Context: an optimization exercise on an open-source flow, tuned for small area and a short achievable clock period. The choices shown serve that exercise and are no tape-out recipe.
RTL that was checked went through simulation tests only; none was proved equivalent to the original.
No activity file was given, so power comes from the tool's default toggle rates.

== run a ==
Design arith_eg3_mod, start of the top module:
module arith_eg3_mod(
    input clk,
    input rst,
    input int a,
    input int b,
    input [1:0] sel,
    output int r
);
==> module arith_eg3_mod, before the edit <==
module arith_eg3_mod(
    input clk,
    input rst,
    input int a,
    input int b,
    input [1:0] sel,
    output int r
);
    localparam int K1 = 11;
    localparam int K2 = 25;
    localparam int RIPPLE_MAX = 4;    
    logic        mul0, mul1, mul2;       
    logic        div0, div1, div2;       
    logic        inv0, inv1, inv2;       
    logic        nq0,  nq1,  nq2;        
    logic [31:0] ns0,  ns1,  ns2;        
    logic [31:0] y0,   y1,   y2;         
    logic [31:0] xr1,  xr2;              
    logic [31:0] qr1,  qr2;              
    wire  [2:0]        m_mul = {mul2, mul1, mul0};
    wire  [2:0]        m_div = {div2, div1, div0};
    wire  [2:0]        m_inv = {inv2, inv1, inv0};
    wire  [2:0][31:0]  nsrc  = {ns2, ns1, ns0};
    wire  [2:0][31:0]  y     = {y2, y1, y0};
    wire  [2:0][31:0]  xreg  = {xr2, xr1, 32'd0};
    wire  [31:0][31:0] xo;       
    wire  [31:0] qc;               
    wire        s_div = (sel == 2'd3);
    wire        s_mul = (sel == 2'd2);
    wire        s_inv = sel[0];
    wire [31:0] a_abs = a[31] ? -a : a;
    wire [31:0] b_abs = b[31] ? -b : b;
    assign mul0 = s_mul;
    assign div0 = s_div;
    assign inv0 = s_inv;
    assign nq0  = s_div & (a[31] ^ b[31]) & (b != 32'd0);
    assign ns0  = s_div ? a_abs : a;
    assign y0   = (s_div ? b_abs : b) ^ {32{s_inv}};
    for (genvar k = 0; k < 32; k++) begin : row
        localparam int S = (k < K1) ? 0 : (k < K2) ? 1 : 2;
        wire         nb = ~m_mul[S] & nsrc[S][31-k];
        wire [k:0]   xin;
        if (k == 0)                  assign xin = nb;
        else if (k == K1 || k == K2) assign xin = {xreg[S][k-1:0], nb};
        else                         assign xin = {xo[k-1][k-1:0], nb};
        wire [k:0]   s;
        wire         co;
        alu_row #(.W(k+1), .FAST(k >= RIPPLE_MAX)) add (.x(xin), .y(y[S][k:0]), .ci(m_inv[S]), .s(s), .co(co));
        wire hz;
        if (k == 31) assign hz = 1'b1;
        else         assign hz = &y[S][31:k+1];
        wire keep = m_mul[S] ? nsrc[S][31-k] : m_div[S] ? (co & hz) : (k == 31);
        assign qc[31-k] = keep;
        assign xo[k] = {{(31-k){1'b0}}, keep ? s : xin};
    end
    logic sd, sx;    
    always_ff @(posedge clk) begin
        mul1 <= mul0;
        div1 <= div0;
        inv1 <= inv0;
        nq1  <= nq0;
        ns1  <= ns0;
        y1   <= y0;
        xr1  <= xo[K1-1];
        qr1  <= qc;
        mul2 <= mul1;
        div2 <= div1;
        inv2 <= inv1;
        nq2  <= nq1;
        ns2  <= ns1;
        y2   <= y1;
        xr2  <= xo[K2-1];
        qr2  <= {qr1[31:32-K1], qc[31-K1:0]};
        if (rst) begin
            sd <= 1'b0;
            sx <= 1'b0;
        end else begin
            sd <= div1;
            sx <= ~div1;
        end
    end
    wire [31:0] q = {qr2[31:32-K2], qc[31-K2:0]};
    wire [31:0] qf = nq2 ? -q : q;
    assign r = ({32{sd}} & qf) | ({32{sx}} & xo[31]);
endmodule
==> module alu_row, before the edit <==
module alu_row #(parameter int W = 8, parameter bit FAST = 1) (
    input  [W-1:0] x,
    input  [W-1:0] y,
    input          ci,
    output [W-1:0] s,
    output         co
);
    wire [W-1:0] p = x ^ y;
    wire [W:0]   c;
    assign c[0] = ci;
    if (!FAST || W < 3) begin : ripple
        for (genvar j = 0; j < W; j++) begin : bit_
            assign c[j+1] = (x[j] & y[j]) | (c[j] & p[j]);
        end
    end else begin : prefix
        localparam int L = (W > 16) ? 5 : (W > 8) ? 4 : (W > 4) ? 3 : (W > 2) ? 2 : 1;
        wire [W-1:0] g [0:L];
        wire [W-1:0] q [0:L];
        assign g[0][0] = (x[0] & y[0]) | (ci & p[0]);
        assign q[0][0] = 1'b0;
        for (genvar j = 1; j < W; j++) begin : gp
            assign g[0][j] = x[j] & y[j];
            assign q[0][j] = p[j];
        end
        for (genvar l = 0; l < L; l++) begin : lev
            for (genvar j = 0; j < W; j++) begin : node
                if ((j >> l) & 1) begin : comb
                    localparam int J = ((j >> (l + 1)) << (l + 1)) + (1 << l) - 1;
                    assign g[l+1][j] = g[l][j] | (q[l][j] & g[l][J]);
                    assign q[l+1][j] = q[l][j] & q[l][J];
                end else begin : pass
                    assign g[l+1][j] = g[l][j];
                    assign q[l+1][j] = q[l][j];
                end
            end
        end
        for (genvar j = 0; j < W; j++) begin : carry
            assign c[j+1] = g[L][j];
        end
    end
    assign s  = p ^ c[W-1:0];
    assign co = c[W];
endmodule
clock: 75.0 ns
lec_check: 0
abc_area: 1
cap_margin: 20
core_margin: 2
core_utilization: 40
slew_margin: 72
run.sh (not shown) runs the stock make flow with config.mk's settings and CLKGATE_MAP_FILE= SYNTH_SCRIPT=/design/flow/synth_recipe.tcl, a recipe that flattens the netlist after the stock synthesis.
Run a has completed all stages; timing, DRC and antenna checks passed.
Changes in run b relative to run a:
--- a/flow/design.v
+++ b/flow/design.v
@@ -5,11 +5,13 @@
     input int b,
     input [1:0] sel,
     output int r
 );
-    localparam int K1 = 11;
-    localparam int K2 = 25;
+    localparam int K1 = 9;
+    localparam int K2 = 28;
     localparam int RIPPLE_MAX = 4;    
+    localparam int MID_STYLE = 1;     
+    localparam int END_STYLE = 0;     
     logic        mul0, mul1, mul2;       
     logic        div0, div1, div2;       
     logic        inv0, inv1, inv2;       
     logic        nq0,  nq1,  nq2;        
@@ -44,9 +46,9 @@
         else if (k == K1 || k == K2) assign xin = {xreg[S][k-1:0], nb};
         else                         assign xin = {xo[k-1][k-1:0], nb};
         wire [k:0]   s;
         wire         co;
-        alu_row #(.W(k+1), .FAST(k >= RIPPLE_MAX)) add (.x(xin), .y(y[S][k:0]), .ci(m_inv[S]), .s(s), .co(co));
+        alu_row #(.W(k+1), .FAST(k >= RIPPLE_MAX), .STYLE(S == 1 ? MID_STYLE : END_STYLE)) add (.x(xin), .y(y[S][k:0]), .ci(m_inv[S]), .s(s), .co(co));
         wire hz;
         if (k == 31) assign hz = 1'b1;
         else         assign hz = &y[S][31:k+1];
         wire keep = m_mul[S] ? nsrc[S][31-k] : m_div[S] ? (co & hz) : (k == 31);
@@ -82,9 +84,9 @@
     wire [31:0] q = {qr2[31:32-K2], qc[31-K2:0]};
     wire [31:0] qf = nq2 ? -q : q;
     assign r = ({32{sd}} & qf) | ({32{sx}} & xo[31]);
 endmodule
-module alu_row #(parameter int W = 8, parameter bit FAST = 1) (
+module alu_row #(parameter int W = 8, parameter bit FAST = 1, parameter int STYLE = 0) (
     input  [W-1:0] x,
     input  [W-1:0] y,
     input          ci,
     output [W-1:0] s,
@@ -94,25 +96,55 @@
     wire [W:0]   c;
     assign c[0] = ci;
     if (!FAST || W < 3) begin : ripple
         for (genvar j = 0; j < W; j++) begin : bit_
-            assign c[j+1] = (x[j] & y[j]) | (c[j] & p[j]);
+            assign c[j+1] = p[j] ? c[j] : x[j];
+        end
+    end else if (STYLE == 1) begin : bk
+        localparam int L = (W > 16) ? 5 : (W > 8) ? 4 : (W > 4) ? 3 : (W > 2) ? 2 : 1;
+        localparam int NL = 2 * L - 1;
+        wire [W-1:0] g [0:NL];
+        wire [W-1:0] q [0:NL];
+        assign g[0][0] = p[0] ? ci : x[0];
+        assign q[0][0] = 1'b0;
+        for (genvar j = 1; j < W; j++) begin : gp
+            assign g[0][j] = x[j];
+            assign q[0][j] = p[j];
+        end
+        for (genvar i = 0; i < NL; i++) begin : lev
+            localparam int UP = (i < L);
+            localparam int LL = UP ? i : (2 * L - 2 - i);
+            for (genvar j = 0; j < W; j++) begin : node
+                localparam bit DO = UP ? (((j + 1) % (1 << (LL + 1))) == 0)
+                                       : ((((j + 1) % (1 << (LL + 1))) == (1 << LL)) && (j >= (1 << (LL + 1))));
+                if (DO) begin : comb
+                    localparam int J = j - (1 << LL);
+                    assign g[i+1][j] = q[i][j] ? g[i][J] : g[i][j];
+                    assign q[i+1][j] = q[i][j] & q[i][J];
+                end else begin : pass
+                    assign g[i+1][j] = g[i][j];
+                    assign q[i+1][j] = q[i][j];
+                end
+            end
+        end
+        for (genvar j = 0; j < W; j++) begin : carry
+            assign c[j+1] = g[NL][j];
         end
     end else begin : prefix
         localparam int L = (W > 16) ? 5 : (W > 8) ? 4 : (W > 4) ? 3 : (W > 2) ? 2 : 1;
         wire [W-1:0] g [0:L];
         wire [W-1:0] q [0:L];
-        assign g[0][0] = (x[0] & y[0]) | (ci & p[0]);
+        assign g[0][0] = p[0] ? ci : x[0];
         assign q[0][0] = 1'b0;
         for (genvar j = 1; j < W; j++) begin : gp
-            assign g[0][j] = x[j] & y[j];
+            assign g[0][j] = x[j];
             assign q[0][j] = p[j];
         end
         for (genvar l = 0; l < L; l++) begin : lev
             for (genvar j = 0; j < W; j++) begin : node
                 if ((j >> l) & 1) begin : comb
                     localparam int J = ((j >> (l + 1)) << (l + 1)) + (1 << l) - 1;
-                    assign g[l+1][j] = g[l][j] | (q[l][j] & g[l][J]);
+                    assign g[l+1][j] = q[l][j] ? g[l][J] : g[l][j];
                     assign q[l+1][j] = q[l][j] & q[l][J];
                 end else begin : pass
                     assign g[l+1][j] = g[l][j];
                     assign q[l+1][j] = q[l][j];
==> run notes <==
Run a ended up with sky130_fd_sc_hd__clkdlybuf4s50_1 as its slowest cell on the critical path; run b ended up with sky130_fd_sc_hd__o21ai_0. Diff run b and run a: fraction of area in non-clock buffers lower in run a. Compared with run a, run b instantiates a larger number of cells. On combinational power, run b and run a are neck and neck. On portion of the layout cell area used by clock cells, run b and run a are basically level. | antenna diode instance count | lower: run a |. There was hardly any difference in clock latency of the later-clocked register in the worst-skew pair between run b and run a. On number of tapcells, the lower figure sits with run a, not run b. The horizontal die dimension in run b is 1.06 times that in run a. Delta (run b minus run a): final area rose 3600 um2; final number of setup-violating endpoints has remained practically unchanged; part of the total power dissipated in sequential elements level; highest achievable clock rate moved up; post-layout minimum cycle time decreased 5.34 ns. Vias: run b above run a.
No functional check of the RTL was part of run a.

[afterwards: timing with drivers on the ports]
No port has a modelled driver above. Below, the same layouts with a new extraction and two added sets of constraints. Step 1 (the two cells are an assumption about what drives the block):
set clk [get_ports {clk}]
set_driving_cell -lib_cell sky130_fd_sc_hd__clkbuf_16 $clk
set_driving_cell -lib_cell sky130_fd_sc_hd__buf_2 [delete_from_list [all_inputs] $clk]
Step 2 moves the port delays by t, midway between the first and last clock arrival at a register: inputs arrive t later, outputs are due t later. That takes back most of the time a late clock gives input paths. a / b / c = ideal / step 1 / step 2; a / b = the first two.
| run | t (ns) | setup slack, ns | worst setup path after step 2 | clock arrival spread, ns |
|---|---|---|---|---|
| run a | 0.538 | 36.548 / 36.483 / 37.021 | register to output | 0.023 / 0.023 |
| run b | 0.524 | 41.891 / 41.920 / 41.396 | input to register | 0.016 / 0.016 |
After both steps setup and hold are still met in every run listed. The setup slack of run b, which loses most, moves by +0.029 ns with the drivers and by -0.495 ns with both steps.
